What follows belongs to an exercise in optimizing a design on an open flow for small area and a short achievable clock period; a production flow would make more cautious choices. At most, simulation tests tie the RTL to the original design; equivalence was not proved. Only the layout flow was run in run 1; the RTL was not checked for function there.

==> flow/design.v, too long to show whole: its modules and the start of the top module <==
// module full_add: 4 lines
// module half_add: 4 lines
// module error_calcu: 23 lines
// module err_sub: 257 lines
// module g_nand2: 3 lines
// module g_nor2: 3 lines
// module g_inv: 3 lines
// module g_aoi21: 3 lines
// module g_oai21: 3 lines
// module g_mux2i: 3 lines
// module coef_regs: 10 lines
// module lsm_top: 4600 lines
module lsm_top(
    (* io_buffer_type = "none" *)input clk_i,
    (* io_buffer_type = "none" *)input rst_n_i,
    (* io_buffer_type = "none" *)input signed [15:0] data_in,
    (* io_buffer_type = "none" *)input signed [15:0] data_ref,
    (* io_buffer_type = "none" *)output signed [15:0] error_o,
    (* io_buffer_type = "none" *)output signed [15:0] data_o
    );
  // ...
==> flow/flow/run.sh <==
#!/bin/bash
set -euo pipefail
MARGIN=7.2
sed -e "s/SETUP_SLACK_MARGIN=[0-9.]*/SETUP_SLACK_MARGIN=$MARGIN/" standard.sh > standard_margin.sh
grep -q "SETUP_SLACK_MARGIN=$MARGIN" standard_margin.sh
bash standard_margin.sh > standard.log 2>&1
==> flow/standard.sh <==
#!/bin/bash
# synth_recipe.tcl (not shown) runs the flow's synth.tcl, then flattens the netlist and writes it again
# the make line also repeats each setting of config.mk as NAME=value (left out here)
make -C /OpenROAD-flow-scripts/flow DESIGN_CONFIG=/design/flow/config.mk WORK_HOME=/design/flow/orfs CLKGATE_MAP_FILE= SYNTH_SCRIPT=/design/flow/synth_recipe.tcl "${@:-finish}"
==> flow/config.mk <==
export PLATFORM = sky130hd
export DESIGN_NAME = lsm_top
export DESIGN_NICKNAME = lsm_top
export VERILOG_FILES = /design/flow/design.v
export SDC_FILE = /design/flow/constraint.sdc
export NUM_CORES = 4
export LEC_CHECK = 0
export ABC_AREA = 1
export CAP_MARGIN = 20
export CORE_MARGIN = 2
export CORE_UTILIZATION = 55
export PLACE_DENSITY = 0.65
export SETUP_SLACK_MARGIN = 5
export SLEW_MARGIN = 20
export SYNTH_HIERARCHICAL = 1
export SYNTH_MINIMUM_KEEP_SIZE = 0
==> flow/constraint.sdc <==
create_clock -name core_clock -period 14.0 [get_ports {clk_i}]
set_input_delay 2.8000 -clock core_clock [delete_from_list [all_inputs] [get_ports {clk_i}]]
set_output_delay 2.8000 -clock core_clock [all_outputs]
set_load 0.01 [all_outputs]
==> run notes, run 1 <==
Status:
- The flow ran to the end and the layout has no timing, DRC or antenna violations.

Placed design:
- The half-perimeter wire length after placement is 364000 um.
- The global placement routability congestion is 1.14.

Global routing:
- Entering global routing, the biggest net connects 123 pins.

Synth:
- Summing the areas of all and, or, nand and nor instances in the mapped netlist gives 8.65% of the synthesized area.
- By count the netlist is led by xor2_1, fa_1, o22ai_1.
- The main combinational cell family by area after synthesis is adder cells.

Min path:
- The path with the worst hold slack has its endpoint at error_calcu_dut.ref9[1].

Clock tree:
- Clock-pin slew was measured on the worst setup and hold paths at 70 ps.
- The clock passes through at most 3 buffers.
- The number of gates resized after cts is 445.
- The maximum level of the CTS H-tree is 3.
- The tree is rooted in a clkbuf_16.
- The number of setup buffers added after CTS is 100.

Cells and area:
- After the flow finishes, the layout carries non-filler instances totaling 13100.
- The portion of the layout cell area used by non-clock buffers is 4.12%.
- In the final design, more cell area goes to multi-input combinational cells than to any other class.

Die:
- The tap cell instance count is 2464.
- The initialized floorplan defines 157 standard-cell rows.

Routing:
- The iteration-0 DRC count of the detailed router is 15000.
- For this block, the via count after detailed routing is 91000.

STA:
- The post-route minimum period is 6890 ps.
==> run 2, diff against run 1 <==
--- a/flow/design.v
+++ b/flow/design.v
@@ -574,7 +574,68 @@
   full_add uc1_165 (.a(c1_111), .b(c1_142), .ci(c1_143), .s(c1_165), .co(c1_166));
   wire [17:0] c1_ra = {c1_164, c1_162, c1_160, c1_158, c1_156, c1_154, c1_152, c1_150, c1_148, c1_146, c1_145, c1_120, c1_118, c1_116, c1_114, q1_1[0], q1_0[1], e_neg0};
   wire [17:0] c1_rb = {c1_165, c1_163, c1_161, c1_159, c1_157, c1_155, c1_153, c1_151, c1_149, c1_147, 1'b0, c1_121, c1_119, c1_117, c1_115, c1_113, 1'b0, q1_0[0]};
-  wire [17:0] c1_s = c1_ra + c1_rb;
+  wire [17:0] c1_g = c1_ra & c1_rb;
+  wire [17:0] c1_p = c1_ra ^ c1_rb;
+  wire c1_G1 = c1_g[1] | (c1_p[1] & c1_g[0]);
+  wire c1_G2 = c1_g[3] | (c1_p[3] & c1_g[2]);
+  wire c1_P2 = c1_p[3] & c1_p[2];
+  wire c1_G3 = c1_g[5] | (c1_p[5] & c1_g[4]);
+  wire c1_P3 = c1_p[5] & c1_p[4];
+  wire c1_G4 = c1_g[7] | (c1_p[7] & c1_g[6]);
+  wire c1_P4 = c1_p[7] & c1_p[6];
+  wire c1_G5 = c1_g[9] | (c1_p[9] & c1_g[8]);
+  wire c1_P5 = c1_p[9] & c1_p[8];
+  wire c1_G6 = c1_g[11] | (c1_p[11] & c1_g[10]);
+  wire c1_P6 = c1_p[11] & c1_p[10];
+  wire c1_G7 = c1_g[13] | (c1_p[13] & c1_g[12]);
+  wire c1_P7 = c1_p[13] & c1_p[12];
+  wire c1_G8 = c1_g[15] | (c1_p[15] & c1_g[14]);
+  wire c1_P8 = c1_p[15] & c1_p[14];
+  wire c1_G9 = c1_g[17] | (c1_p[17] & c1_g[16]);
+  wire c1_P9 = c1_p[17] & c1_p[16];
+  wire c1_G10 = c1_G2 | (c1_P2 & c1_G1);
+  wire c1_G11 = c1_G4 | (c1_P4 & c1_G3);
+  wire c1_P11 = c1_P4 & c1_P3;
+  wire c1_G12 = c1_G6 | (c1_P6 & c1_G5);
+  wire c1_P12 = c1_P6 & c1_P5;
+  wire c1_G13 = c1_G8 | (c1_P8 & c1_G7);
+  wire c1_P13 = c1_P8 & c1_P7;
+  wire c1_G14 = c1_G11 | (c1_P11 & c1_G10);
+  wire c1_G15 = c1_G13 | (c1_P13 & c1_G12);
+  wire c1_P15 = c1_P13 & c1_P12;
+  wire c1_G16 = c1_G15 | (c1_P15 & c1_G14);
+  wire c1_G17 = c1_G12 | (c1_P12 & c1_G14);
+  wire c1_G18 = c1_G3 | (c1_P3 & c1_G10);
+  wire c1_G19 = c1_G5 | (c1_P5 & c1_G14);
+  wire c1_G20 = c1_G7 | (c1_P7 & c1_G17);
+  wire c1_G21 = c1_G9 | (c1_P9 & c1_G16);
+  wire c1_G22 = c1_g[2] | (c1_p[2] & c1_G1);
+  wire c1_G23 = c1_g[4] | (c1_p[4] & c1_G10);
+  wire c1_G24 = c1_g[6] | (c1_p[6] & c1_G18);
+  wire c1_G25 = c1_g[8] | (c1_p[8] & c1_G14);
+  wire c1_G26 = c1_g[10] | (c1_p[10] & c1_G19);
+  wire c1_G27 = c1_g[12] | (c1_p[12] & c1_G17);
+  wire c1_G28 = c1_g[14] | (c1_p[14] & c1_G20);
+  wire c1_G29 = c1_g[16] | (c1_p[16] & c1_G16);
+  wire [17:0] c1_s;
+  assign c1_s[0] = c1_p[0];
+  assign c1_s[1] = c1_p[1] ^ c1_g[0];
+  assign c1_s[2] = c1_p[2] ^ c1_G1;
+  assign c1_s[3] = c1_p[3] ^ c1_G22;
+  assign c1_s[4] = c1_p[4] ^ c1_G10;
+  assign c1_s[5] = c1_p[5] ^ c1_G23;
+  assign c1_s[6] = c1_p[6] ^ c1_G18;
+  assign c1_s[7] = c1_p[7] ^ c1_G24;
+  assign c1_s[8] = c1_p[8] ^ c1_G14;
+  assign c1_s[9] = c1_p[9] ^ c1_G25;
+  assign c1_s[10] = c1_p[10] ^ c1_G19;
+  assign c1_s[11] = c1_p[11] ^ c1_G26;
+  assign c1_s[12] = c1_p[12] ^ c1_G17;
+  assign c1_s[13] = c1_p[13] ^ c1_G27;
+  assign c1_s[14] = c1_p[14] ^ c1_G20;
+  assign c1_s[15] = c1_p[15] ^ c1_G28;
+  assign c1_s[16] = c1_p[16] ^ c1_G16;
+  assign c1_s[17] = c1_p[17] ^ c1_G29;
   wire [15:0] u2 = taps[47:32];
   wire [17:0] u2_x = {{2{u2[15]}}, u2};
   wire [17:0] q2_0 = (({18{e_one0}} & u2_x[17:0]) | ({18{e_two0}} & {u2_x[16:0], 1'b0})) ^ {18{e_neg0}};
@@ -754,7 +815,68 @@
   full_add uc2_165 (.a(c2_111), .b(c2_142), .ci(c2_143), .s(c2_165), .co(c2_166));
   wire [17:0] c2_ra = {c2_164, c2_162, c2_160, c2_158, c2_156, c2_154, c2_152, c2_150, c2_148, c2_146, c2_145, c2_120, c2_118, c2_116, c2_114, q2_1[0], q2_0[1], e_neg0};
   wire [17:0] c2_rb = {c2_165, c2_163, c2_161, c2_159, c2_157, c2_155, c2_153, c2_151, c2_149, c2_147, 1'b0, c2_121, c2_119, c2_117, c2_115, c2_113, 1'b0, q2_0[0]};
-  wire [17:0] c2_s = c2_ra + c2_rb;
+  wire [17:0] c2_g = c2_ra & c2_rb;
+  wire [17:0] c2_p = c2_ra ^ c2_rb;
+  wire c2_G1 = c2_g[1] | (c2_p[1] & c2_g[0]);
+  wire c2_G2 = c2_g[3] | (c2_p[3] & c2_g[2]);
+  wire c2_P2 = c2_p[3] & c2_p[2];
+  wire c2_G3 = c2_g[5] | (c2_p[5] & c2_g[4]);
+  wire c2_P3 = c2_p[5] & c2_p[4];
+  wire c2_G4 = c2_g[7] | (c2_p[7] & c2_g[6]);
+  wire c2_P4 = c2_p[7] & c2_p[6];
+  wire c2_G5 = c2_g[9] | (c2_p[9] & c2_g[8]);
+  wire c2_P5 = c2_p[9] & c2_p[8];
+  wire c2_G6 = c2_g[11] | (c2_p[11] & c2_g[10]);
+  wire c2_P6 = c2_p[11] & c2_p[10];
+  wire c2_G7 = c2_g[13] | (c2_p[13] & c2_g[12]);
+  wire c2_P7 = c2_p[13] & c2_p[12];
+  wire c2_G8 = c2_g[15] | (c2_p[15] & c2_g[14]);
+  wire c2_P8 = c2_p[15] & c2_p[14];
+  wire c2_G9 = c2_g[17] | (c2_p[17] & c2_g[16]);
+  wire c2_P9 = c2_p[17] & c2_p[16];
+  wire c2_G10 = c2_G2 | (c2_P2 & c2_G1);
+  wire c2_G11 = c2_G4 | (c2_P4 & c2_G3);
+  wire c2_P11 = c2_P4 & c2_P3;
+  wire c2_G12 = c2_G6 | (c2_P6 & c2_G5);
+  wire c2_P12 = c2_P6 & c2_P5;
+  wire c2_G13 = c2_G8 | (c2_P8 & c2_G7);
+  wire c2_P13 = c2_P8 & c2_P7;
+  wire c2_G14 = c2_G11 | (c2_P11 & c2_G10);
+  wire c2_G15 = c2_G13 | (c2_P13 & c2_G12);
+  wire c2_P15 = c2_P13 & c2_P12;
+  wire c2_G16 = c2_G15 | (c2_P15 & c2_G14);
+  wire c2_G17 = c2_G12 | (c2_P12 & c2_G14);
+  wire c2_G18 = c2_G3 | (c2_P3 & c2_G10);
+  wire c2_G19 = c2_G5 | (c2_P5 & c2_G14);
+  wire c2_G20 = c2_G7 | (c2_P7 & c2_G17);
+  wire c2_G21 = c2_G9 | (c2_P9 & c2_G16);
+  wire c2_G22 = c2_g[2] | (c2_p[2] & c2_G1);
+  wire c2_G23 = c2_g[4] | (c2_p[4] & c2_G10);
+  wire c2_G24 = c2_g[6] | (c2_p[6] & c2_G18);
+  wire c2_G25 = c2_g[8] | (c2_p[8] & c2_G14);
+  wire c2_G26 = c2_g[10] | (c2_p[10] & c2_G19);
+  wire c2_G27 = c2_g[12] | (c2_p[12] & c2_G17);
+  wire c2_G28 = c2_g[14] | (c2_p[14] & c2_G20);
+  wire c2_G29 = c2_g[16] | (c2_p[16] & c2_G16);
+  wire [17:0] c2_s;
+  assign c2_s[0] = c2_p[0];
+  assign c2_s[1] = c2_p[1] ^ c2_g[0];
+  assign c2_s[2] = c2_p[2] ^ c2_G1;
+  assign c2_s[3] = c2_p[3] ^ c2_G22;
+  assign c2_s[4] = c2_p[4] ^ c2_G10;
+  assign c2_s[5] = c2_p[5] ^ c2_G23;
+  assign c2_s[6] = c2_p[6] ^ c2_G18;
+  assign c2_s[7] = c2_p[7] ^ c2_G24;
+  assign c2_s[8] = c2_p[8] ^ c2_G14;
+  assign c2_s[9] = c2_p[9] ^ c2_G25;
+  assign c2_s[10] = c2_p[10] ^ c2_G19;
+  assign c2_s[11] = c2_p[11] ^ c2_G26;
+  assign c2_s[12] = c2_p[12] ^ c2_G17;
+  assign c2_s[13] = c2_p[13] ^ c2_G27;
+  assign c2_s[14] = c2_p[14] ^ c2_G20;
+  assign c2_s[15] = c2_p[15] ^ c2_G28;
+  assign c2_s[16] = c2_p[16] ^ c2_G16;
+  assign c2_s[17] = c2_p[17] ^ c2_G29;
   wire [15:0] u3 = taps[63:48];
   wire [17:0] u3_x = {{2{u3[15]}}, u3};
   wire [17:0] q3_0 = (({18{e_one0}} & u3_x[17:0]) | ({18{e_two0}} & {u3_x[16:0], 1'b0})) ^ {18{e_neg0}};
@@ -934,7 +1056,68 @@
   full_add uc3_165 (.a(c3_111), .b(c3_142), .ci(c3_143), .s(c3_165), .co(c3_166));
   wire [17:0] c3_ra = {c3_164, c3_162, c3_160, c3_158, c3_156, c3_154, c3_152, c3_150, c3_148, c3_146, c3_145, c3_120, c3_118, c3_116, c3_114, q3_1[0], q3_0[1], e_neg0};
   wire [17:0] c3_rb = {c3_165, c3_163, c3_161, c3_159, c3_157, c3_155, c3_153, c3_151, c3_149, c3_147, 1'b0, c3_121, c3_119, c3_117, c3_115, c3_113, 1'b0, q3_0[0]};
-  wire [17:0] c3_s = c3_ra + c3_rb;
+  wire [17:0] c3_g = c3_ra & c3_rb;
+  wire [17:0] c3_p = c3_ra ^ c3_rb;
+  wire c3_G1 = c3_g[1] | (c3_p[1] & c3_g[0]);
+  wire c3_G2 = c3_g[3] | (c3_p[3] & c3_g[2]);
+  wire c3_P2 = c3_p[3] & c3_p[2];
+  wire c3_G3 = c3_g[5] | (c3_p[5] & c3_g[4]);
+  wire c3_P3 = c3_p[5] & c3_p[4];
+  wire c3_G4 = c3_g[7] | (c3_p[7] & c3_g[6]);
+  wire c3_P4 = c3_p[7] & c3_p[6];
+  wire c3_G5 = c3_g[9] | (c3_p[9] & c3_g[8]);
+  wire c3_P5 = c3_p[9] & c3_p[8];
+  wire c3_G6 = c3_g[11] | (c3_p[11] & c3_g[10]);
+  wire c3_P6 = c3_p[11] & c3_p[10];
+  wire c3_G7 = c3_g[13] | (c3_p[13] & c3_g[12]);
+  wire c3_P7 = c3_p[13] & c3_p[12];
+  wire c3_G8 = c3_g[15] | (c3_p[15] & c3_g[14]);
+  wire c3_P8 = c3_p[15] & c3_p[14];
+  wire c3_G9 = c3_g[17] | (c3_p[17] & c3_g[16]);
+  wire c3_P9 = c3_p[17] & c3_p[16];
+  wire c3_G10 = c3_G2 | (c3_P2 & c3_G1);
+  wire c3_G11 = c3_G4 | (c3_P4 & c3_G3);
+  wire c3_P11 = c3_P4 & c3_P3;
+  wire c3_G12 = c3_G6 | (c3_P6 & c3_G5);
+  wire c3_P12 = c3_P6 & c3_P5;
+  wire c3_G13 = c3_G8 | (c3_P8 & c3_G7);
+  wire c3_P13 = c3_P8 & c3_P7;
+  wire c3_G14 = c3_G11 | (c3_P11 & c3_G10);
+  wire c3_G15 = c3_G13 | (c3_P13 & c3_G12);
+  wire c3_P15 = c3_P13 & c3_P12;
+  wire c3_G16 = c3_G15 | (c3_P15 & c3_G14);
+  wire c3_G17 = c3_G12 | (c3_P12 & c3_G14);
+  wire c3_G18 = c3_G3 | (c3_P3 & c3_G10);
+  wire c3_G19 = c3_G5 | (c3_P5 & c3_G14);
+  wire c3_G20 = c3_G7 | (c3_P7 & c3_G17);
+  wire c3_G21 = c3_G9 | (c3_P9 & c3_G16);
+  wire c3_G22 = c3_g[2] | (c3_p[2] & c3_G1);
+  wire c3_G23 = c3_g[4] | (c3_p[4] & c3_G10);
+  wire c3_G24 = c3_g[6] | (c3_p[6] & c3_G18);
+  wire c3_G25 = c3_g[8] | (c3_p[8] & c3_G14);
+  wire c3_G26 = c3_g[10] | (c3_p[10] & c3_G19);
+  wire c3_G27 = c3_g[12] | (c3_p[12] & c3_G17);
+  wire c3_G28 = c3_g[14] | (c3_p[14] & c3_G20);
+  wire c3_G29 = c3_g[16] | (c3_p[16] & c3_G16);
+  wire [17:0] c3_s;
+  assign c3_s[0] = c3_p[0];
+  assign c3_s[1] = c3_p[1] ^ c3_g[0];
+  assign c3_s[2] = c3_p[2] ^ c3_G1;
+  assign c3_s[3] = c3_p[3] ^ c3_G22;
+  assign c3_s[4] = c3_p[4] ^ c3_G10;
+  assign c3_s[5] = c3_p[5] ^ c3_G23;
+  assign c3_s[6] = c3_p[6] ^ c3_G18;
+  assign c3_s[7] = c3_p[7] ^ c3_G24;
+  assign c3_s[8] = c3_p[8] ^ c3_G14;
+  assign c3_s[9] = c3_p[9] ^ c3_G25;
+  assign c3_s[10] = c3_p[10] ^ c3_G19;
+  assign c3_s[11] = c3_p[11] ^ c3_G26;
+  assign c3_s[12] = c3_p[12] ^ c3_G17;
+  assign c3_s[13] = c3_p[13] ^ c3_G27;
+  assign c3_s[14] = c3_p[14] ^ c3_G20;
+  assign c3_s[15] = c3_p[15] ^ c3_G28;
+  assign c3_s[16] = c3_p[16] ^ c3_G16;
+  assign c3_s[17] = c3_p[17] ^ c3_G29;
   wire [15:0] u4 = taps[79:64];
   wire [17:0] u4_x = {{2{u4[15]}}, u4};
   wire [17:0] q4_0 = (({18{e_one0}} & u4_x[17:0]) | ({18{e_two0}} & {u4_x[16:0], 1'b0})) ^ {18{e_neg0}};
@@ -1114,7 +1297,68 @@
   full_add uc4_165 (.a(c4_111), .b(c4_142), .ci(c4_143), .s(c4_165), .co(c4_166));
   wire [17:0] c4_ra = {c4_164, c4_162, c4_160, c4_158, c4_156, c4_154, c4_152, c4_150, c4_148, c4_146, c4_145, c4_120, c4_118, c4_116, c4_114, q4_1[0], q4_0[1], e_neg0};
   wire [17:0] c4_rb = {c4_165, c4_163, c4_161, c4_159, c4_157, c4_155, c4_153, c4_151, c4_149, c4_147, 1'b0, c4_121, c4_119, c4_117, c4_115, c4_113, 1'b0, q4_0[0]};
-  wire [17:0] c4_s = c4_ra + c4_rb;
+  wire [17:0] c4_g = c4_ra & c4_rb;
+  wire [17:0] c4_p = c4_ra ^ c4_rb;
+  wire c4_G1 = c4_g[1] | (c4_p[1] & c4_g[0]);
+  wire c4_G2 = c4_g[3] | (c4_p[3] & c4_g[2]);
+  wire c4_P2 = c4_p[3] & c4_p[2];
+  wire c4_G3 = c4_g[5] | (c4_p[5] & c4_g[4]);
+  wire c4_P3 = c4_p[5] & c4_p[4];
+  wire c4_G4 = c4_g[7] | (c4_p[7] & c4_g[6]);
+  wire c4_P4 = c4_p[7] & c4_p[6];
+  wire c4_G5 = c4_g[9] | (c4_p[9] & c4_g[8]);
+  wire c4_P5 = c4_p[9] & c4_p[8];
+  wire c4_G6 = c4_g[11] | (c4_p[11] & c4_g[10]);
+  wire c4_P6 = c4_p[11] & c4_p[10];
+  wire c4_G7 = c4_g[13] | (c4_p[13] & c4_g[12]);
+  wire c4_P7 = c4_p[13] & c4_p[12];
+  wire c4_G8 = c4_g[15] | (c4_p[15] & c4_g[14]);
+  wire c4_P8 = c4_p[15] & c4_p[14];
+  wire c4_G9 = c4_g[17] | (c4_p[17] & c4_g[16]);
+  wire c4_P9 = c4_p[17] & c4_p[16];
+  wire c4_G10 = c4_G2 | (c4_P2 & c4_G1);
+  wire c4_G11 = c4_G4 | (c4_P4 & c4_G3);
+  wire c4_P11 = c4_P4 & c4_P3;
+  wire c4_G12 = c4_G6 | (c4_P6 & c4_G5);
+  wire c4_P12 = c4_P6 & c4_P5;
+  wire c4_G13 = c4_G8 | (c4_P8 & c4_G7);
+  wire c4_P13 = c4_P8 & c4_P7;
+  wire c4_G14 = c4_G11 | (c4_P11 & c4_G10);
+  wire c4_G15 = c4_G13 | (c4_P13 & c4_G12);
+  wire c4_P15 = c4_P13 & c4_P12;
+  wire c4_G16 = c4_G15 | (c4_P15 & c4_G14);
+  wire c4_G17 = c4_G12 | (c4_P12 & c4_G14);
+  wire c4_G18 = c4_G3 | (c4_P3 & c4_G10);
+  wire c4_G19 = c4_G5 | (c4_P5 & c4_G14);
+  wire c4_G20 = c4_G7 | (c4_P7 & c4_G17);
+  wire c4_G21 = c4_G9 | (c4_P9 & c4_G16);
+  wire c4_G22 = c4_g[2] | (c4_p[2] & c4_G1);
+  wire c4_G23 = c4_g[4] | (c4_p[4] & c4_G10);
+  wire c4_G24 = c4_g[6] | (c4_p[6] & c4_G18);
+  wire c4_G25 = c4_g[8] | (c4_p[8] & c4_G14);
+  wire c4_G26 = c4_g[10] | (c4_p[10] & c4_G19);
+  wire c4_G27 = c4_g[12] | (c4_p[12] & c4_G17);
+  wire c4_G28 = c4_g[14] | (c4_p[14] & c4_G20);
+  wire c4_G29 = c4_g[16] | (c4_p[16] & c4_G16);
+  wire [17:0] c4_s;
+  assign c4_s[0] = c4_p[0];
+  assign c4_s[1] = c4_p[1] ^ c4_g[0];
+  assign c4_s[2] = c4_p[2] ^ c4_G1;
+  assign c4_s[3] = c4_p[3] ^ c4_G22;
+  assign c4_s[4] = c4_p[4] ^ c4_G10;
+  assign c4_s[5] = c4_p[5] ^ c4_G23;
+  assign c4_s[6] = c4_p[6] ^ c4_G18;
+  assign c4_s[7] = c4_p[7] ^ c4_G24;
+  assign c4_s[8] = c4_p[8] ^ c4_G14;
+  assign c4_s[9] = c4_p[9] ^ c4_G25;
+  assign c4_s[10] = c4_p[10] ^ c4_G19;
+  assign c4_s[11] = c4_p[11] ^ c4_G26;
+  assign c4_s[12] = c4_p[12] ^ c4_G17;
+  assign c4_s[13] = c4_p[13] ^ c4_G27;
+  assign c4_s[14] = c4_p[14] ^ c4_G20;
+  assign c4_s[15] = c4_p[15] ^ c4_G28;
+  assign c4_s[16] = c4_p[16] ^ c4_G16;
+  assign c4_s[17] = c4_p[17] ^ c4_G29;
   wire [15:0] u5 = taps[95:80];
   wire [17:0] u5_x = {{2{u5[15]}}, u5};
   wire [17:0] q5_0 = (({18{e_one0}} & u5_x[17:0]) | ({18{e_two0}} & {u5_x[16:0], 1'b0})) ^ {18{e_neg0}};
@@ -1294,7 +1538,68 @@
   full_add uc5_165 (.a(c5_111), .b(c5_142), .ci(c5_143), .s(c5_165), .co(c5_166));
   wire [17:0] c5_ra = {c5_164, c5_162, c5_160, c5_158, c5_156, c5_154, c5_152, c5_150, c5_148, c5_146, c5_145, c5_120, c5_118, c5_116, c5_114, q5_1[0], q5_0[1], e_neg0};
   wire [17:0] c5_rb = {c5_165, c5_163, c5_161, c5_159, c5_157, c5_155, c5_153, c5_151, c5_149, c5_147, 1'b0, c5_121, c5_119, c5_117, c5_115, c5_113, 1'b0, q5_0[0]};
-  wire [17:0] c5_s = c5_ra + c5_rb;
+  wire [17:0] c5_g = c5_ra & c5_rb;
+  wire [17:0] c5_p = c5_ra ^ c5_rb;
+  wire c5_G1 = c5_g[1] | (c5_p[1] & c5_g[0]);
+  wire c5_G2 = c5_g[3] | (c5_p[3] & c5_g[2]);
+  wire c5_P2 = c5_p[3] & c5_p[2];
+  wire c5_G3 = c5_g[5] | (c5_p[5] & c5_g[4]);
+  wire c5_P3 = c5_p[5] & c5_p[4];
+  wire c5_G4 = c5_g[7] | (c5_p[7] & c5_g[6]);
+  wire c5_P4 = c5_p[7] & c5_p[6];
+  wire c5_G5 = c5_g[9] | (c5_p[9] & c5_g[8]);
+  wire c5_P5 = c5_p[9] & c5_p[8];
+  wire c5_G6 = c5_g[11] | (c5_p[11] & c5_g[10]);
+  wire c5_P6 = c5_p[11] & c5_p[10];
+  wire c5_G7 = c5_g[13] | (c5_p[13] & c5_g[12]);
+  wire c5_P7 = c5_p[13] & c5_p[12];
+  wire c5_G8 = c5_g[15] | (c5_p[15] & c5_g[14]);
+  wire c5_P8 = c5_p[15] & c5_p[14];
+  wire c5_G9 = c5_g[17] | (c5_p[17] & c5_g[16]);
+  wire c5_P9 = c5_p[17] & c5_p[16];
+  wire c5_G10 = c5_G2 | (c5_P2 & c5_G1);
+  wire c5_G11 = c5_G4 | (c5_P4 & c5_G3);
+  wire c5_P11 = c5_P4 & c5_P3;
+  wire c5_G12 = c5_G6 | (c5_P6 & c5_G5);
+  wire c5_P12 = c5_P6 & c5_P5;
+  wire c5_G13 = c5_G8 | (c5_P8 & c5_G7);
+  wire c5_P13 = c5_P8 & c5_P7;
+  wire c5_G14 = c5_G11 | (c5_P11 & c5_G10);
+  wire c5_G15 = c5_G13 | (c5_P13 & c5_G12);
+  wire c5_P15 = c5_P13 & c5_P12;
+  wire c5_G16 = c5_G15 | (c5_P15 & c5_G14);
+  wire c5_G17 = c5_G12 | (c5_P12 & c5_G14);
+  wire c5_G18 = c5_G3 | (c5_P3 & c5_G10);
+  wire c5_G19 = c5_G5 | (c5_P5 & c5_G14);
+  wire c5_G20 = c5_G7 | (c5_P7 & c5_G17);
+  wire c5_G21 = c5_G9 | (c5_P9 & c5_G16);
+  wire c5_G22 = c5_g[2] | (c5_p[2] & c5_G1);
+  wire c5_G23 = c5_g[4] | (c5_p[4] & c5_G10);
+  wire c5_G24 = c5_g[6] | (c5_p[6] & c5_G18);
+  wire c5_G25 = c5_g[8] | (c5_p[8] & c5_G14);
+  wire c5_G26 = c5_g[10] | (c5_p[10] & c5_G19);
+  wire c5_G27 = c5_g[12] | (c5_p[12] & c5_G17);
+  wire c5_G28 = c5_g[14] | (c5_p[14] & c5_G20);
+  wire c5_G29 = c5_g[16] | (c5_p[16] & c5_G16);
+  wire [17:0] c5_s;
+  assign c5_s[0] = c5_p[0];
+  assign c5_s[1] = c5_p[1] ^ c5_g[0];
+  assign c5_s[2] = c5_p[2] ^ c5_G1;
+  assign c5_s[3] = c5_p[3] ^ c5_G22;
+  assign c5_s[4] = c5_p[4] ^ c5_G10;
+  assign c5_s[5] = c5_p[5] ^ c5_G23;
+  assign c5_s[6] = c5_p[6] ^ c5_G18;
+  assign c5_s[7] = c5_p[7] ^ c5_G24;
+  assign c5_s[8] = c5_p[8] ^ c5_G14;
+  assign c5_s[9] = c5_p[9] ^ c5_G25;
+  assign c5_s[10] = c5_p[10] ^ c5_G19;
+  assign c5_s[11] = c5_p[11] ^ c5_G26;
+  assign c5_s[12] = c5_p[12] ^ c5_G17;
+  assign c5_s[13] = c5_p[13] ^ c5_G27;
+  assign c5_s[14] = c5_p[14] ^ c5_G20;
+  assign c5_s[15] = c5_p[15] ^ c5_G28;
+  assign c5_s[16] = c5_p[16] ^ c5_G16;
+  assign c5_s[17] = c5_p[17] ^ c5_G29;
   wire [15:0] u6 = taps[111:96];
   wire [17:0] u6_x = {{2{u6[15]}}, u6};
   wire [17:0] q6_0 = (({18{e_one0}} & u6_x[17:0]) | ({18{e_two0}} & {u6_x[16:0], 1'b0})) ^ {18{e_neg0}};
@@ -1474,7 +1779,68 @@
   full_add uc6_165 (.a(c6_111), .b(c6_142), .ci(c6_143), .s(c6_165), .co(c6_166));
   wire [17:0] c6_ra = {c6_164, c6_162, c6_160, c6_158, c6_156, c6_154, c6_152, c6_150, c6_148, c6_146, c6_145, c6_120, c6_118, c6_116, c6_114, q6_1[0], q6_0[1], e_neg0};
   wire [17:0] c6_rb = {c6_165, c6_163, c6_161, c6_159, c6_157, c6_155, c6_153, c6_151, c6_149, c6_147, 1'b0, c6_121, c6_119, c6_117, c6_115, c6_113, 1'b0, q6_0[0]};
-  wire [17:0] c6_s = c6_ra + c6_rb;
+  wire [17:0] c6_g = c6_ra & c6_rb;
+  wire [17:0] c6_p = c6_ra ^ c6_rb;
+  wire c6_G1 = c6_g[1] | (c6_p[1] & c6_g[0]);
+  wire c6_G2 = c6_g[3] | (c6_p[3] & c6_g[2]);
+  wire c6_P2 = c6_p[3] & c6_p[2];
+  wire c6_G3 = c6_g[5] | (c6_p[5] & c6_g[4]);
+  wire c6_P3 = c6_p[5] & c6_p[4];
+  wire c6_G4 = c6_g[7] | (c6_p[7] & c6_g[6]);
+  wire c6_P4 = c6_p[7] & c6_p[6];
+  wire c6_G5 = c6_g[9] | (c6_p[9] & c6_g[8]);
+  wire c6_P5 = c6_p[9] & c6_p[8];
+  wire c6_G6 = c6_g[11] | (c6_p[11] & c6_g[10]);
+  wire c6_P6 = c6_p[11] & c6_p[10];
+  wire c6_G7 = c6_g[13] | (c6_p[13] & c6_g[12]);
+  wire c6_P7 = c6_p[13] & c6_p[12];
+  wire c6_G8 = c6_g[15] | (c6_p[15] & c6_g[14]);
+  wire c6_P8 = c6_p[15] & c6_p[14];
+  wire c6_G9 = c6_g[17] | (c6_p[17] & c6_g[16]);
+  wire c6_P9 = c6_p[17] & c6_p[16];
+  wire c6_G10 = c6_G2 | (c6_P2 & c6_G1);
+  wire c6_G11 = c6_G4 | (c6_P4 & c6_G3);
+  wire c6_P11 = c6_P4 & c6_P3;
+  wire c6_G12 = c6_G6 | (c6_P6 & c6_G5);
+  wire c6_P12 = c6_P6 & c6_P5;
+  wire c6_G13 = c6_G8 | (c6_P8 & c6_G7);
+  wire c6_P13 = c6_P8 & c6_P7;
+  wire c6_G14 = c6_G11 | (c6_P11 & c6_G10);
+  wire c6_G15 = c6_G13 | (c6_P13 & c6_G12);
+  wire c6_P15 = c6_P13 & c6_P12;
+  wire c6_G16 = c6_G15 | (c6_P15 & c6_G14);
+  wire c6_G17 = c6_G12 | (c6_P12 & c6_G14);
+  wire c6_G18 = c6_G3 | (c6_P3 & c6_G10);
+  wire c6_G19 = c6_G5 | (c6_P5 & c6_G14);
+  wire c6_G20 = c6_G7 | (c6_P7 & c6_G17);
+  wire c6_G21 = c6_G9 | (c6_P9 & c6_G16);
+  wire c6_G22 = c6_g[2] | (c6_p[2] & c6_G1);
+  wire c6_G23 = c6_g[4] | (c6_p[4] & c6_G10);
+  wire c6_G24 = c6_g[6] | (c6_p[6] & c6_G18);
+  wire c6_G25 = c6_g[8] | (c6_p[8] & c6_G14);
+  wire c6_G26 = c6_g[10] | (c6_p[10] & c6_G19);
+  wire c6_G27 = c6_g[12] | (c6_p[12] & c6_G17);
+  wire c6_G28 = c6_g[14] | (c6_p[14] & c6_G20);
+  wire c6_G29 = c6_g[16] | (c6_p[16] & c6_G16);
+  wire [17:0] c6_s;
+  assign c6_s[0] = c6_p[0];
+  assign c6_s[1] = c6_p[1] ^ c6_g[0];
+  assign c6_s[2] = c6_p[2] ^ c6_G1;
+  assign c6_s[3] = c6_p[3] ^ c6_G22;
+  assign c6_s[4] = c6_p[4] ^ c6_G10;
+  assign c6_s[5] = c6_p[5] ^ c6_G23;
+  assign c6_s[6] = c6_p[6] ^ c6_G18;
+  assign c6_s[7] = c6_p[7] ^ c6_G24;
+  assign c6_s[8] = c6_p[8] ^ c6_G14;
+  assign c6_s[9] = c6_p[9] ^ c6_G25;
+  assign c6_s[10] = c6_p[10] ^ c6_G19;
+  assign c6_s[11] = c6_p[11] ^ c6_G26;
+  assign c6_s[12] = c6_p[12] ^ c6_G17;
+  assign c6_s[13] = c6_p[13] ^ c6_G27;
+  assign c6_s[14] = c6_p[14] ^ c6_G20;
+  assign c6_s[15] = c6_p[15] ^ c6_G28;
+  assign c6_s[16] = c6_p[16] ^ c6_G16;
+  assign c6_s[17] = c6_p[17] ^ c6_G29;
   wire [15:0] u7 = taps[127:112];
   wire [17:0] u7_x = {{2{u7[15]}}, u7};
   wire [17:0] q7_0 = (({18{e_one0}} & u7_x[17:0]) | ({18{e_two0}} & {u7_x[16:0], 1'b0})) ^ {18{e_neg0}};
@@ -1654,7 +2020,68 @@
   full_add uc7_165 (.a(c7_111), .b(c7_142), .ci(c7_143), .s(c7_165), .co(c7_166));
   wire [17:0] c7_ra = {c7_164, c7_162, c7_160, c7_158, c7_156, c7_154, c7_152, c7_150, c7_148, c7_146, c7_145, c7_120, c7_118, c7_116, c7_114, q7_1[0], q7_0[1], e_neg0};
   wire [17:0] c7_rb = {c7_165, c7_163, c7_161, c7_159, c7_157, c7_155, c7_153, c7_151, c7_149, c7_147, 1'b0, c7_121, c7_119, c7_117, c7_115, c7_113, 1'b0, q7_0[0]};
-  wire [17:0] c7_s = c7_ra + c7_rb;
+  wire [17:0] c7_g = c7_ra & c7_rb;
+  wire [17:0] c7_p = c7_ra ^ c7_rb;
+  wire c7_G1 = c7_g[1] | (c7_p[1] & c7_g[0]);
+  wire c7_G2 = c7_g[3] | (c7_p[3] & c7_g[2]);
+  wire c7_P2 = c7_p[3] & c7_p[2];
+  wire c7_G3 = c7_g[5] | (c7_p[5] & c7_g[4]);
+  wire c7_P3 = c7_p[5] & c7_p[4];
+  wire c7_G4 = c7_g[7] | (c7_p[7] & c7_g[6]);
+  wire c7_P4 = c7_p[7] & c7_p[6];
+  wire c7_G5 = c7_g[9] | (c7_p[9] & c7_g[8]);
+  wire c7_P5 = c7_p[9] & c7_p[8];
+  wire c7_G6 = c7_g[11] | (c7_p[11] & c7_g[10]);
+  wire c7_P6 = c7_p[11] & c7_p[10];
+  wire c7_G7 = c7_g[13] | (c7_p[13] & c7_g[12]);
+  wire c7_P7 = c7_p[13] & c7_p[12];
+  wire c7_G8 = c7_g[15] | (c7_p[15] & c7_g[14]);
+  wire c7_P8 = c7_p[15] & c7_p[14];
+  wire c7_G9 = c7_g[17] | (c7_p[17] & c7_g[16]);
+  wire c7_P9 = c7_p[17] & c7_p[16];
+  wire c7_G10 = c7_G2 | (c7_P2 & c7_G1);
+  wire c7_G11 = c7_G4 | (c7_P4 & c7_G3);
+  wire c7_P11 = c7_P4 & c7_P3;
+  wire c7_G12 = c7_G6 | (c7_P6 & c7_G5);
+  wire c7_P12 = c7_P6 & c7_P5;
+  wire c7_G13 = c7_G8 | (c7_P8 & c7_G7);
+  wire c7_P13 = c7_P8 & c7_P7;
+  wire c7_G14 = c7_G11 | (c7_P11 & c7_G10);
+  wire c7_G15 = c7_G13 | (c7_P13 & c7_G12);
+  wire c7_P15 = c7_P13 & c7_P12;
+  wire c7_G16 = c7_G15 | (c7_P15 & c7_G14);
+  wire c7_G17 = c7_G12 | (c7_P12 & c7_G14);
+  wire c7_G18 = c7_G3 | (c7_P3 & c7_G10);
+  wire c7_G19 = c7_G5 | (c7_P5 & c7_G14);
+  wire c7_G20 = c7_G7 | (c7_P7 & c7_G17);
+  wire c7_G21 = c7_G9 | (c7_P9 & c7_G16);
+  wire c7_G22 = c7_g[2] | (c7_p[2] & c7_G1);
+  wire c7_G23 = c7_g[4] | (c7_p[4] & c7_G10);
+  wire c7_G24 = c7_g[6] | (c7_p[6] & c7_G18);
+  wire c7_G25 = c7_g[8] | (c7_p[8] & c7_G14);
+  wire c7_G26 = c7_g[10] | (c7_p[10] & c7_G19);
+  wire c7_G27 = c7_g[12] | (c7_p[12] & c7_G17);
+  wire c7_G28 = c7_g[14] | (c7_p[14] & c7_G20);
+  wire c7_G29 = c7_g[16] | (c7_p[16] & c7_G16);
+  wire [17:0] c7_s;
+  assign c7_s[0] = c7_p[0];
+  assign c7_s[1] = c7_p[1] ^ c7_g[0];
+  assign c7_s[2] = c7_p[2] ^ c7_G1;
+  assign c7_s[3] = c7_p[3] ^ c7_G22;
+  assign c7_s[4] = c7_p[4] ^ c7_G10;
+  assign c7_s[5] = c7_p[5] ^ c7_G23;
+  assign c7_s[6] = c7_p[6] ^ c7_G18;
+  assign c7_s[7] = c7_p[7] ^ c7_G24;
+  assign c7_s[8] = c7_p[8] ^ c7_G14;
+  assign c7_s[9] = c7_p[9] ^ c7_G25;
+  assign c7_s[10] = c7_p[10] ^ c7_G19;
+  assign c7_s[11] = c7_p[11] ^ c7_G26;
+  assign c7_s[12] = c7_p[12] ^ c7_G17;
+  assign c7_s[13] = c7_p[13] ^ c7_G27;
+  assign c7_s[14] = c7_p[14] ^ c7_G20;
+  assign c7_s[15] = c7_p[15] ^ c7_G28;
+  assign c7_s[16] = c7_p[16] ^ c7_G16;
+  assign c7_s[17] = c7_p[17] ^ c7_G29;
   wire [15:0] u8 = taps[143:128];
   wire [17:0] u8_x = {{2{u8[15]}}, u8};
   wire [17:0] q8_0 = (({18{e_one0}} & u8_x[17:0]) | ({18{e_two0}} & {u8_x[16:0], 1'b0})) ^ {18{e_neg0}};
@@ -1834,7 +2261,68 @@
   full_add uc8_165 (.a(c8_111), .b(c8_142), .ci(c8_143), .s(c8_165), .co(c8_166));
   wire [17:0] c8_ra = {c8_164, c8_162, c8_160, c8_158, c8_156, c8_154, c8_152, c8_150, c8_148, c8_146, c8_145, c8_120, c8_118, c8_116, c8_114, q8_1[0], q8_0[1], e_neg0};
   wire [17:0] c8_rb = {c8_165, c8_163, c8_161, c8_159, c8_157, c8_155, c8_153, c8_151, c8_149, c8_147, 1'b0, c8_121, c8_119, c8_117, c8_115, c8_113, 1'b0, q8_0[0]};
-  wire [17:0] c8_s = c8_ra + c8_rb;
+  wire [17:0] c8_g = c8_ra & c8_rb;
+  wire [17:0] c8_p = c8_ra ^ c8_rb;
+  wire c8_G1 = c8_g[1] | (c8_p[1] & c8_g[0]);
+  wire c8_G2 = c8_g[3] | (c8_p[3] & c8_g[2]);
+  wire c8_P2 = c8_p[3] & c8_p[2];
+  wire c8_G3 = c8_g[5] | (c8_p[5] & c8_g[4]);
+  wire c8_P3 = c8_p[5] & c8_p[4];
+  wire c8_G4 = c8_g[7] | (c8_p[7] & c8_g[6]);
+  wire c8_P4 = c8_p[7] & c8_p[6];
+  wire c8_G5 = c8_g[9] | (c8_p[9] & c8_g[8]);
+  wire c8_P5 = c8_p[9] & c8_p[8];
+  wire c8_G6 = c8_g[11] | (c8_p[11] & c8_g[10]);
+  wire c8_P6 = c8_p[11] & c8_p[10];
+  wire c8_G7 = c8_g[13] | (c8_p[13] & c8_g[12]);
+  wire c8_P7 = c8_p[13] & c8_p[12];
+  wire c8_G8 = c8_g[15] | (c8_p[15] & c8_g[14]);
+  wire c8_P8 = c8_p[15] & c8_p[14];
+  wire c8_G9 = c8_g[17] | (c8_p[17] & c8_g[16]);
+  wire c8_P9 = c8_p[17] & c8_p[16];
+  wire c8_G10 = c8_G2 | (c8_P2 & c8_G1);
+  wire c8_G11 = c8_G4 | (c8_P4 & c8_G3);
+  wire c8_P11 = c8_P4 & c8_P3;
+  wire c8_G12 = c8_G6 | (c8_P6 & c8_G5);
+  wire c8_P12 = c8_P6 & c8_P5;
+  wire c8_G13 = c8_G8 | (c8_P8 & c8_G7);
+  wire c8_P13 = c8_P8 & c8_P7;
+  wire c8_G14 = c8_G11 | (c8_P11 & c8_G10);
+  wire c8_G15 = c8_G13 | (c8_P13 & c8_G12);
+  wire c8_P15 = c8_P13 & c8_P12;
+  wire c8_G16 = c8_G15 | (c8_P15 & c8_G14);
+  wire c8_G17 = c8_G12 | (c8_P12 & c8_G14);
+  wire c8_G18 = c8_G3 | (c8_P3 & c8_G10);
+  wire c8_G19 = c8_G5 | (c8_P5 & c8_G14);
+  wire c8_G20 = c8_G7 | (c8_P7 & c8_G17);
+  wire c8_G21 = c8_G9 | (c8_P9 & c8_G16);
+  wire c8_G22 = c8_g[2] | (c8_p[2] & c8_G1);
+  wire c8_G23 = c8_g[4] | (c8_p[4] & c8_G10);
+  wire c8_G24 = c8_g[6] | (c8_p[6] & c8_G18);
+  wire c8_G25 = c8_g[8] | (c8_p[8] & c8_G14);
+  wire c8_G26 = c8_g[10] | (c8_p[10] & c8_G19);
+  wire c8_G27 = c8_g[12] | (c8_p[12] & c8_G17);
+  wire c8_G28 = c8_g[14] | (c8_p[14] & c8_G20);
+  wire c8_G29 = c8_g[16] | (c8_p[16] & c8_G16);
+  wire [17:0] c8_s;
+  assign c8_s[0] = c8_p[0];
+  assign c8_s[1] = c8_p[1] ^ c8_g[0];
+  assign c8_s[2] = c8_p[2] ^ c8_G1;
+  assign c8_s[3] = c8_p[3] ^ c8_G22;
+  assign c8_s[4] = c8_p[4] ^ c8_G10;
+  assign c8_s[5] = c8_p[5] ^ c8_G23;
+  assign c8_s[6] = c8_p[6] ^ c8_G18;
+  assign c8_s[7] = c8_p[7] ^ c8_G24;
+  assign c8_s[8] = c8_p[8] ^ c8_G14;
+  assign c8_s[9] = c8_p[9] ^ c8_G25;
+  assign c8_s[10] = c8_p[10] ^ c8_G19;
+  assign c8_s[11] = c8_p[11] ^ c8_G26;
+  assign c8_s[12] = c8_p[12] ^ c8_G17;
+  assign c8_s[13] = c8_p[13] ^ c8_G27;
+  assign c8_s[14] = c8_p[14] ^ c8_G20;
+  assign c8_s[15] = c8_p[15] ^ c8_G28;
+  assign c8_s[16] = c8_p[16] ^ c8_G16;
+  assign c8_s[17] = c8_p[17] ^ c8_G29;
   wire [15:0] u9 = taps[159:144];
   wire [17:0] u9_x = {{2{u9[15]}}, u9};
   wire [17:0] q9_0 = (({18{e_one0}} & u9_x[17:0]) | ({18{e_two0}} & {u9_x[16:0], 1'b0})) ^ {18{e_neg0}};
@@ -2014,7 +2502,68 @@
   full_add uc9_165 (.a(c9_111), .b(c9_142), .ci(c9_143), .s(c9_165), .co(c9_166));
   wire [17:0] c9_ra = {c9_164, c9_162, c9_160, c9_158, c9_156, c9_154, c9_152, c9_150, c9_148, c9_146, c9_145, c9_120, c9_118, c9_116, c9_114, q9_1[0], q9_0[1], e_neg0};
   wire [17:0] c9_rb = {c9_165, c9_163, c9_161, c9_159, c9_157, c9_155, c9_153, c9_151, c9_149, c9_147, 1'b0, c9_121, c9_119, c9_117, c9_115, c9_113, 1'b0, q9_0[0]};
-  wire [17:0] c9_s = c9_ra + c9_rb;
+  wire [17:0] c9_g = c9_ra & c9_rb;
+  wire [17:0] c9_p = c9_ra ^ c9_rb;
+  wire c9_G1 = c9_g[1] | (c9_p[1] & c9_g[0]);
+  wire c9_G2 = c9_g[3] | (c9_p[3] & c9_g[2]);
+  wire c9_P2 = c9_p[3] & c9_p[2];
+  wire c9_G3 = c9_g[5] | (c9_p[5] & c9_g[4]);
+  wire c9_P3 = c9_p[5] & c9_p[4];
+  wire c9_G4 = c9_g[7] | (c9_p[7] & c9_g[6]);
+  wire c9_P4 = c9_p[7] & c9_p[6];
+  wire c9_G5 = c9_g[9] | (c9_p[9] & c9_g[8]);
+  wire c9_P5 = c9_p[9] & c9_p[8];
+  wire c9_G6 = c9_g[11] | (c9_p[11] & c9_g[10]);
+  wire c9_P6 = c9_p[11] & c9_p[10];
+  wire c9_G7 = c9_g[13] | (c9_p[13] & c9_g[12]);
+  wire c9_P7 = c9_p[13] & c9_p[12];
+  wire c9_G8 = c9_g[15] | (c9_p[15] & c9_g[14]);
+  wire c9_P8 = c9_p[15] & c9_p[14];
+  wire c9_G9 = c9_g[17] | (c9_p[17] & c9_g[16]);
+  wire c9_P9 = c9_p[17] & c9_p[16];
+  wire c9_G10 = c9_G2 | (c9_P2 & c9_G1);
+  wire c9_G11 = c9_G4 | (c9_P4 & c9_G3);
+  wire c9_P11 = c9_P4 & c9_P3;
+  wire c9_G12 = c9_G6 | (c9_P6 & c9_G5);
+  wire c9_P12 = c9_P6 & c9_P5;
+  wire c9_G13 = c9_G8 | (c9_P8 & c9_G7);
+  wire c9_P13 = c9_P8 & c9_P7;
+  wire c9_G14 = c9_G11 | (c9_P11 & c9_G10);
+  wire c9_G15 = c9_G13 | (c9_P13 & c9_G12);
+  wire c9_P15 = c9_P13 & c9_P12;
+  wire c9_G16 = c9_G15 | (c9_P15 & c9_G14);
+  wire c9_G17 = c9_G12 | (c9_P12 & c9_G14);
+  wire c9_G18 = c9_G3 | (c9_P3 & c9_G10);
+  wire c9_G19 = c9_G5 | (c9_P5 & c9_G14);
+  wire c9_G20 = c9_G7 | (c9_P7 & c9_G17);
+  wire c9_G21 = c9_G9 | (c9_P9 & c9_G16);
+  wire c9_G22 = c9_g[2] | (c9_p[2] & c9_G1);
+  wire c9_G23 = c9_g[4] | (c9_p[4] & c9_G10);
+  wire c9_G24 = c9_g[6] | (c9_p[6] & c9_G18);
+  wire c9_G25 = c9_g[8] | (c9_p[8] & c9_G14);
+  wire c9_G26 = c9_g[10] | (c9_p[10] & c9_G19);
+  wire c9_G27 = c9_g[12] | (c9_p[12] & c9_G17);
+  wire c9_G28 = c9_g[14] | (c9_p[14] & c9_G20);
+  wire c9_G29 = c9_g[16] | (c9_p[16] & c9_G16);
+  wire [17:0] c9_s;
+  assign c9_s[0] = c9_p[0];
+  assign c9_s[1] = c9_p[1] ^ c9_g[0];
+  assign c9_s[2] = c9_p[2] ^ c9_G1;
+  assign c9_s[3] = c9_p[3] ^ c9_G22;
+  assign c9_s[4] = c9_p[4] ^ c9_G10;
+  assign c9_s[5] = c9_p[5] ^ c9_G23;
+  assign c9_s[6] = c9_p[6] ^ c9_G18;
+  assign c9_s[7] = c9_p[7] ^ c9_G24;
+  assign c9_s[8] = c9_p[8] ^ c9_G14;
+  assign c9_s[9] = c9_p[9] ^ c9_G25;
+  assign c9_s[10] = c9_p[10] ^ c9_G19;
+  assign c9_s[11] = c9_p[11] ^ c9_G26;
+  assign c9_s[12] = c9_p[12] ^ c9_G17;
+  assign c9_s[13] = c9_p[13] ^ c9_G27;
+  assign c9_s[14] = c9_p[14] ^ c9_G20;
+  assign c9_s[15] = c9_p[15] ^ c9_G28;
+  assign c9_s[16] = c9_p[16] ^ c9_G16;
+  assign c9_s[17] = c9_p[17] ^ c9_G29;
   coef_regs coef_update_dut (
     .clk_i  (clk_i),
     .rst_n_i(rst_n_i),
@@ -4900,7 +5449,95 @@
   wire [12:0] flow = {1'b0, fa_row[11:0]} + {1'b0, fb_row[11:0]};
   reg         sc;
   reg  [22:0] sa, sb;
-  wire [22:0] fsum = sa + sb + {22'd0, sc};
+  wire [23:0] fs_a = {sa, sc};
+  wire [23:0] fs_b = {sb, sc};
+  wire [23:0] fs_g = fs_a & fs_b;
+  wire [23:0] fs_p = fs_a ^ fs_b;
+  wire fs_G1 = fs_g[1] | (fs_p[1] & fs_g[0]);
+  wire fs_G2 = fs_g[3] | (fs_p[3] & fs_g[2]);
+  wire fs_P2 = fs_p[3] & fs_p[2];
+  wire fs_G3 = fs_g[5] | (fs_p[5] & fs_g[4]);
+  wire fs_P3 = fs_p[5] & fs_p[4];
+  wire fs_G4 = fs_g[7] | (fs_p[7] & fs_g[6]);
+  wire fs_P4 = fs_p[7] & fs_p[6];
+  wire fs_G5 = fs_g[9] | (fs_p[9] & fs_g[8]);
+  wire fs_P5 = fs_p[9] & fs_p[8];
+  wire fs_G6 = fs_g[11] | (fs_p[11] & fs_g[10]);
+  wire fs_P6 = fs_p[11] & fs_p[10];
+  wire fs_G7 = fs_g[13] | (fs_p[13] & fs_g[12]);
+  wire fs_P7 = fs_p[13] & fs_p[12];
+  wire fs_G8 = fs_g[15] | (fs_p[15] & fs_g[14]);
+  wire fs_P8 = fs_p[15] & fs_p[14];
+  wire fs_G9 = fs_g[17] | (fs_p[17] & fs_g[16]);
+  wire fs_P9 = fs_p[17] & fs_p[16];
+  wire fs_G10 = fs_g[19] | (fs_p[19] & fs_g[18]);
+  wire fs_P10 = fs_p[19] & fs_p[18];
+  wire fs_G11 = fs_g[21] | (fs_p[21] & fs_g[20]);
+  wire fs_P11 = fs_p[21] & fs_p[20];
+  wire fs_G12 = fs_g[23] | (fs_p[23] & fs_g[22]);
+  wire fs_P12 = fs_p[23] & fs_p[22];
+  wire fs_G13 = fs_G2 | (fs_P2 & fs_G1);
+  wire fs_G14 = fs_G4 | (fs_P4 & fs_G3);
+  wire fs_P14 = fs_P4 & fs_P3;
+  wire fs_G15 = fs_G6 | (fs_P6 & fs_G5);
+  wire fs_P15 = fs_P6 & fs_P5;
+  wire fs_G16 = fs_G8 | (fs_P8 & fs_G7);
+  wire fs_P16 = fs_P8 & fs_P7;
+  wire fs_G17 = fs_G10 | (fs_P10 & fs_G9);
+  wire fs_P17 = fs_P10 & fs_P9;
+  wire fs_G18 = fs_G12 | (fs_P12 & fs_G11);
+  wire fs_P18 = fs_P12 & fs_P11;
+  wire fs_G19 = fs_G14 | (fs_P14 & fs_G13);
+  wire fs_G20 = fs_G16 | (fs_P16 & fs_G15);
+  wire fs_P20 = fs_P16 & fs_P15;
+  wire fs_G21 = fs_G18 | (fs_P18 & fs_G17);
+  wire fs_P21 = fs_P18 & fs_P17;
+  wire fs_G22 = fs_G20 | (fs_P20 & fs_G19);
+  wire fs_G23 = fs_G21 | (fs_P21 & fs_G22);
+  wire fs_G24 = fs_G15 | (fs_P15 & fs_G19);
+  wire fs_G25 = fs_G17 | (fs_P17 & fs_G22);
+  wire fs_G26 = fs_G3 | (fs_P3 & fs_G13);
+  wire fs_G27 = fs_G5 | (fs_P5 & fs_G19);
+  wire fs_G28 = fs_G7 | (fs_P7 & fs_G24);
+  wire fs_G29 = fs_G9 | (fs_P9 & fs_G22);
+  wire fs_G30 = fs_G11 | (fs_P11 & fs_G25);
+  wire fs_G31 = fs_g[2] | (fs_p[2] & fs_G1);
+  wire fs_G32 = fs_g[4] | (fs_p[4] & fs_G13);
+  wire fs_G33 = fs_g[6] | (fs_p[6] & fs_G26);
+  wire fs_G34 = fs_g[8] | (fs_p[8] & fs_G19);
+  wire fs_G35 = fs_g[10] | (fs_p[10] & fs_G27);
+  wire fs_G36 = fs_g[12] | (fs_p[12] & fs_G24);
+  wire fs_G37 = fs_g[14] | (fs_p[14] & fs_G28);
+  wire fs_G38 = fs_g[16] | (fs_p[16] & fs_G22);
+  wire fs_G39 = fs_g[18] | (fs_p[18] & fs_G29);
+  wire fs_G40 = fs_g[20] | (fs_p[20] & fs_G25);
+  wire fs_G41 = fs_g[22] | (fs_p[22] & fs_G30);
+  wire [23:0] fs_s;
+  assign fs_s[0] = fs_p[0];
+  assign fs_s[1] = fs_p[1] ^ fs_g[0];
+  assign fs_s[2] = fs_p[2] ^ fs_G1;
+  assign fs_s[3] = fs_p[3] ^ fs_G31;
+  assign fs_s[4] = fs_p[4] ^ fs_G13;
+  assign fs_s[5] = fs_p[5] ^ fs_G32;
+  assign fs_s[6] = fs_p[6] ^ fs_G26;
+  assign fs_s[7] = fs_p[7] ^ fs_G33;
+  assign fs_s[8] = fs_p[8] ^ fs_G19;
+  assign fs_s[9] = fs_p[9] ^ fs_G34;
+  assign fs_s[10] = fs_p[10] ^ fs_G27;
+  assign fs_s[11] = fs_p[11] ^ fs_G35;
+  assign fs_s[12] = fs_p[12] ^ fs_G24;
+  assign fs_s[13] = fs_p[13] ^ fs_G36;
+  assign fs_s[14] = fs_p[14] ^ fs_G28;
+  assign fs_s[15] = fs_p[15] ^ fs_G37;
+  assign fs_s[16] = fs_p[16] ^ fs_G22;
+  assign fs_s[17] = fs_p[17] ^ fs_G38;
+  assign fs_s[18] = fs_p[18] ^ fs_G29;
+  assign fs_s[19] = fs_p[19] ^ fs_G39;
+  assign fs_s[20] = fs_p[20] ^ fs_G25;
+  assign fs_s[21] = fs_p[21] ^ fs_G40;
+  assign fs_s[22] = fs_p[22] ^ fs_G30;
+  assign fs_s[23] = fs_p[23] ^ fs_G41;
+  wire [22:0] fsum = fs_s[23:1];
   reg  [10:0] d2, d3, d4, d5;
   always @(posedge clk_i) begin
     sc <= flow[12];
==> flow/flow/run.sh (replaced) <==
#!/bin/bash
set -euo pipefail
MARGIN=7.2
CTS="-sink_clustering_enable -repair_clock_nets -dont_use_dummy_load -sink_clustering_size 24 -sink_clustering_max_diameter 80"
sed -e "s/SETUP_SLACK_MARGIN=[0-9.]*/SETUP_SLACK_MARGIN=$MARGIN/" \
    -e "s/\"\${@:-finish}\"/REMOVE_ABC_BUFFERS=1 CTS_ARGS='$CTS' \"\${@:-finish}\"/" standard.sh > standard_custom.sh
grep -q "SETUP_SLACK_MARGIN=$MARGIN" standard_custom.sh
grep -q "REMOVE_ABC_BUFFERS=1" standard_custom.sh
bash standard_custom.sh > standard.log 2>&1
==> run 2 against run 1 <==
Compared with the run above: routed wire length is 11% lower; clock skew is 34 ps higher; first-iteration DRC count is 17% lower; non-clock buffer count is 14 higher; worst hold slack worse by 49 ps; critical path type unchanged; largest cell class unchanged.
==> run notes, run 2 <==
Status:
- The flow ran to the end and the layout has no timing, DRC or antenna violations.

Synth:
- The synthesized netlist devotes 17.8% of its cell area to XOR and XNOR gates.
- The most used flip-flop cell after synthesis is dfrtp_1.
- The synthesized area per cell is 10.4 um^2.
- The synthesized-area fraction occupied by adder cells is 42.9%.
- The number of cells produced by synthesis is 9607.
- The number of flip-flops and latches in the synthesized netlist is 573.
- The portion of netlist area occupied by mux cells is 0%.
- The main combinational cell family by area after synthesis is adder cells.
- The synthesized cell area is 99700 um^2.
- The Yosys step of the flow raised 9 warnings.
- In the synthesized netlist the async set-or-reset flop fraction comes to 56.5%.
- The count of distinct cell types in the synthesized netlist is 46.
- The synthesized design devotes to its leading area cell type 39.5% of total area.
- The dominant cell type by area after synthesis is fa_1.
- xor2_1 is the most common cell in the netlist.
- The share of synthesized cell area in and, or, nand and nor gates was 5.26% (-3.4 points).
- In the post-synthesis netlist, the biggest area contributors are fa_1, xor2_1, o22ai_1, dfrtp_1, dfxtp_1.
- The fraction of the yosys area taken by sequential cells is 13.2%.
- The synthesized netlist devotes 14.3% of its cell area to compound gates.
- By count the netlist is led by xor2_1, fa_1, o22ai_1.
- The number of synthesized flops with an enable pin is 0.

Critical path:
- The maximum fanout along the worst path is 15.
- The buffer and inverter count on the worst path is 2.
- Setup slack on the worst reg-to-reg path comes out at 7060 ps.
- The cell that appears most often on the critical path is fa_1.
- The worst register-to-register path begins at taps9[89].
- The family of cells with the greatest summed delay on the critical path is adder cells.
- The critical path goes through nand2_1 -> inv_1 -> nor2_1 -> inv_1 -> o22ai_1 -> xor2_1 -> fa_1 -> fa_1 -> fa_1 -> fa_1 -> fa_1 -> fa_1 -> fa_1 -> fa_1 -> fa_1.
- The data required time of the worst path is 14590 ps.
- The launching element type of the critical path is a flip-flop.
- The endpoint of the worst register-to-register path is sb[7].
- The cell with the largest stage delay on the worst path is dfrtp_1.
- The arrival time at the worst endpoint is 7530 ps.
- The worst setup path is captured at a flip-flop.
- For this run, the slowest stage of the critical path takes 720 ps.
- The number of cells on the worst reg-to-reg path is 15.
- The worst setup path category is reg -> reg.

Cells and area:
- The most common cell after layout, fill and taps aside is xor2_1.
- The library cells used most frequently in the layout, excluding fill and tap cells, are xor2_1, fa_1, o22ai_1.
- The largest registers in the layout are coef_update_dut.coefs x144, taps9 x144.
- The synthesis-to-finish area growth is 7.36%.
- The post-route non-filler standard cell count came to 11800 (-9.7%).
- The share of final-layout standard cells stronger than drive strength 1 is 13.9%.
- For this run, the post-layout net count is 11700.

Placed design:
- The half-perimeter wire length after placement is 320000 um (-12%).
- OpenSTA, run right after detailed placement, puts the worst setup slack at 6070 ps.
- The total of buffers placed on input and output ports is 65.
- The global placement routability congestion is 1.11 (-3.1%).
- In this run, placement finished with an instance count of 11500.

Clock tree:
- The number of buffers added to fix hold violations after cts is 0.
- The clock drives 573 sinks.
- The number of buffers created by CTS is 71.
- The maximum level of the CTS H-tree is 3 (unchanged).
- The later pin in the worst-skew pair is clocked with a latency of 770 ps.
- The clock input transition at the sequential cells of the worst setup and hold paths was 80 ps (about the same).
- The clock tree buffer depth is 3 (unchanged).
- The root buffer cell chosen for the clock tree is clkbuf_16.
- TritonCTS built the clock tree.

Min path:
- The launch point of the worst hold path is error_calcu_dut.ref2[4].
- The worst hold path passes through 0 cells.
- The worst hold path belongs to the class reg -> reg.
- The worst hold path endpoint is error_calcu_dut.ref3[4].

STA:
- The share of the clock period used by the worst path is 49.6%.
- The final count of pins violating max slew was 0.
- Setup repair after global routing could not meet its margin everywhere.
- The final count of negative-setup-slack endpoints is 0.
- The slew at the pin closest to its max-slew limit is 1150 ps.
- The count of endpoints failing hold in the final timing report is 0.
- In this run the tightest slew margin relative to its limit is 23.3%.
- On the final layout, the worst clock skew is 96.2 ps.
- Timing would allow up to 144 MHz.
- In the final timing run, aggregate negative setup slack is 0 ps.
- In the post-route analysis, the smallest setup slack over all paths is 7060 ps.
- The post-route minimum period came to 6940 ps (+57.5 ps).

Routing:
- The met3 wire length is 62400 um.
- The detailed-routing wirelength on met1 is 147000 um.
- The iteration-0 DRC count of the detailed router was 12500 (-17%).
- Dividing the detail-routed via count by the number of cells gives 6.94.
- The wire length reported by the detailed router is 424000 um.
- The detailed-route wire length per cell is 35.8 um.
- The detail route stage leaves a number of antenna-violating nets equal to 0.
- The number of iterations in the first detailed-routing pass is 8.
- The highest metal layer with signal wires is met5.
- The number of vias in the routed layout was 82100 (-9.8%).
- The detailed-route DRC error count is 0.
- The detailed route wirelength on metal2 is 173000 um.

Global routing:
- The pin count of the biggest net entering global routing is 136 (+11%).
- The overall global routing resource usage is 45.6%.
- The via count of the first global-routing pass is 82800.
- The number of antenna violations at the first check in global routing came to 14.
- The overflow left after global routing is 0.
- The first-pass GRT wire length is 603000 um.

Die:
- From left edge to right edge, the die measures 430 um.
- The standard cell core area is 181000 um^2.
- The die covers 185000 um^2.
- The number of standard-cell rows in the floorplan is 156 (-0.64%).
- From bottom edge to top edge, the die measures 430 um.
- For this configuration, the core starts out at a cell density of 55.2%.
- 66 I/O pins were placed.

Flow run:
- The number of max-cap violations is 0.
==> run 2: cell count changes in the layout (fill, tap and decap cells not counted), sizes merged, moves of 20 or more <==
| cell | change |
|---|---|
| a21oi | -94 |
| clkinv | -30 |
| nor3 | -43 |
| xnor2 | +20 |
| o21ai | -39 |
| o21bai | -20 |
| nand2 | -526 |
| clkinvlp | -25 |
| clkbuf | -27 |
| inv | -133 |
| nand3 | -141 |
| fa | +77 |
| nor2 | -155 |
==> run 2: worst register-to-register path, delay by kind of cell, from the launching register on <==
family,cells,cell delay (ps)
compound gates,1,220
xor+xnor,1,220
flops,1,720
simple gates,2,250
fa+ha+maj,9,4790
buf+inv,2,650
==> run 2: how the worst max path moves through the flow <==
stage / end / slack [ps] / startpoint / cells past startpoint
floorplan: coef_update_dut.coefs[143] / 5650 / e_neg[1] / 12
global route: sc / 7040 / taps9[57] / 21
finish: sb[7] / 7060 / taps9[89] / 15
detailed placement: error_o[15] / 6070 / data_in[0] / 9
CTS: error_o[15] / 7110 / data_in[2] / 11
global placement: error_o[15] / 6050 / data_in[0] / 9
==> run 2: cell type report <==
cell class                 instances  area, um^2
timing repair inverter             5        37.5
fill                           15200       73500
timing repair buffer             515        4650
inverter                         679        2940
multi-input combinational       7612       81400
sequential                       573       13200
tap                             2370        2970
clock buffer                      71        1780
antenna                           13        32.5
==> run 2: stage by stage <==
stage,cell area [um^2],hold slack (ps),utilization [%]
after CTS,105000,269,58.2
after global placement,101000,310,56.1
final,107000,276,59.3
after detailed placement,101000,312,56.1
after global routing,107000,278,59.3
after floorplan,95900,310,-
==> run 2: logic make-up after synthesis <==
kind of cell,after synthesis
adder cells (fa/ha/maj),2242
AO/OA/AOI/OAI,2105
XOR/XNOR,2030
buffers and inverters,1426
AND/OR/NAND/NOR,1230
flip-flops,573
other,1
==> run 2: routing by layer <==
layer  track usage, %  vias up
met4             34.3        4
met3             16.8     1792
met2             63.8     7199
met5            0.911        -
li1                 -    31600
met1             57.5    41500
==> run 2: per-module statistics from Yosys, one instance, submodules excluded, a selection <==
module | flip-flops and latches | cells inside | times used | area (um^2)
g_mux2i | 0 | 6 | 15 | 22.5
error_calcu | 144 | 178 | 1 | 3050
g_nor2 | 0 | 1 | 25 | 3.75
half_add | 0 | 1 | 115 | 12.5
g_oai21 | 0 | 1 | 20 | 5.00
full_add | 0 | 1 | 1880 | 20.0
g_aoi21 | 0 | 1 | 25 | 8.76
g_inv | 0 | 1 | 4 | 3.75
lsm_top | 285 | 6965 | 1 | 52600
err_sub | 0 | 126 | 1 | 477
coef_regs | 144 | 144 | 1 | 3600
==> run 2: repair_timing <==
action | in CTS | in global routing
hold endpoints to repair | 0 | 0
pin swaps | 45 | 85
setup buffers | 105 | 116
endpoints found under the setup margin | 48 | 50
gates resized for setup | 416 | 238
cloned | 2 | 9

[separate check: timing with driven ports]
No port has a modelled driver above. Below, the same layouts with a new extraction and two added sets of constraints.
Step 1 sets driving cells, clkbuf_16 on the clock port and buf_2 on the other inputs (assumed; they add their load-dependent delay and slew).
Step 2 adds t to the input delays and takes it off the output delays; t is the mean of the earliest and latest rising clock arrival at the registers after step 1. Input paths then give back, and output paths get back, about the clock's delay inside the block.
Slacks: ideal / step 1 / step 2; pairs: ideal / step 1.
| run | shift t [ns] | slack for setup (ns) | worst hold slack (ns) | latest minus earliest clock arrival (ns) | worst register clock-pin slew, ns |
|---|---|---|---|---|---|
| run 1 | 0.846 | 7.114 / 7.114 / 7.114 | 0.325 / 0.325 / 0.325 | 0.062 / 0.062 | 0.08 / 0.08 |
| run 2 | 0.807 | 7.057 / 7.057 / 7.057 | 0.276 / 0.276 / 0.276 | 0.096 / 0.097 | 0.09 / 0.09 |
After both steps every run listed still meets setup and hold.
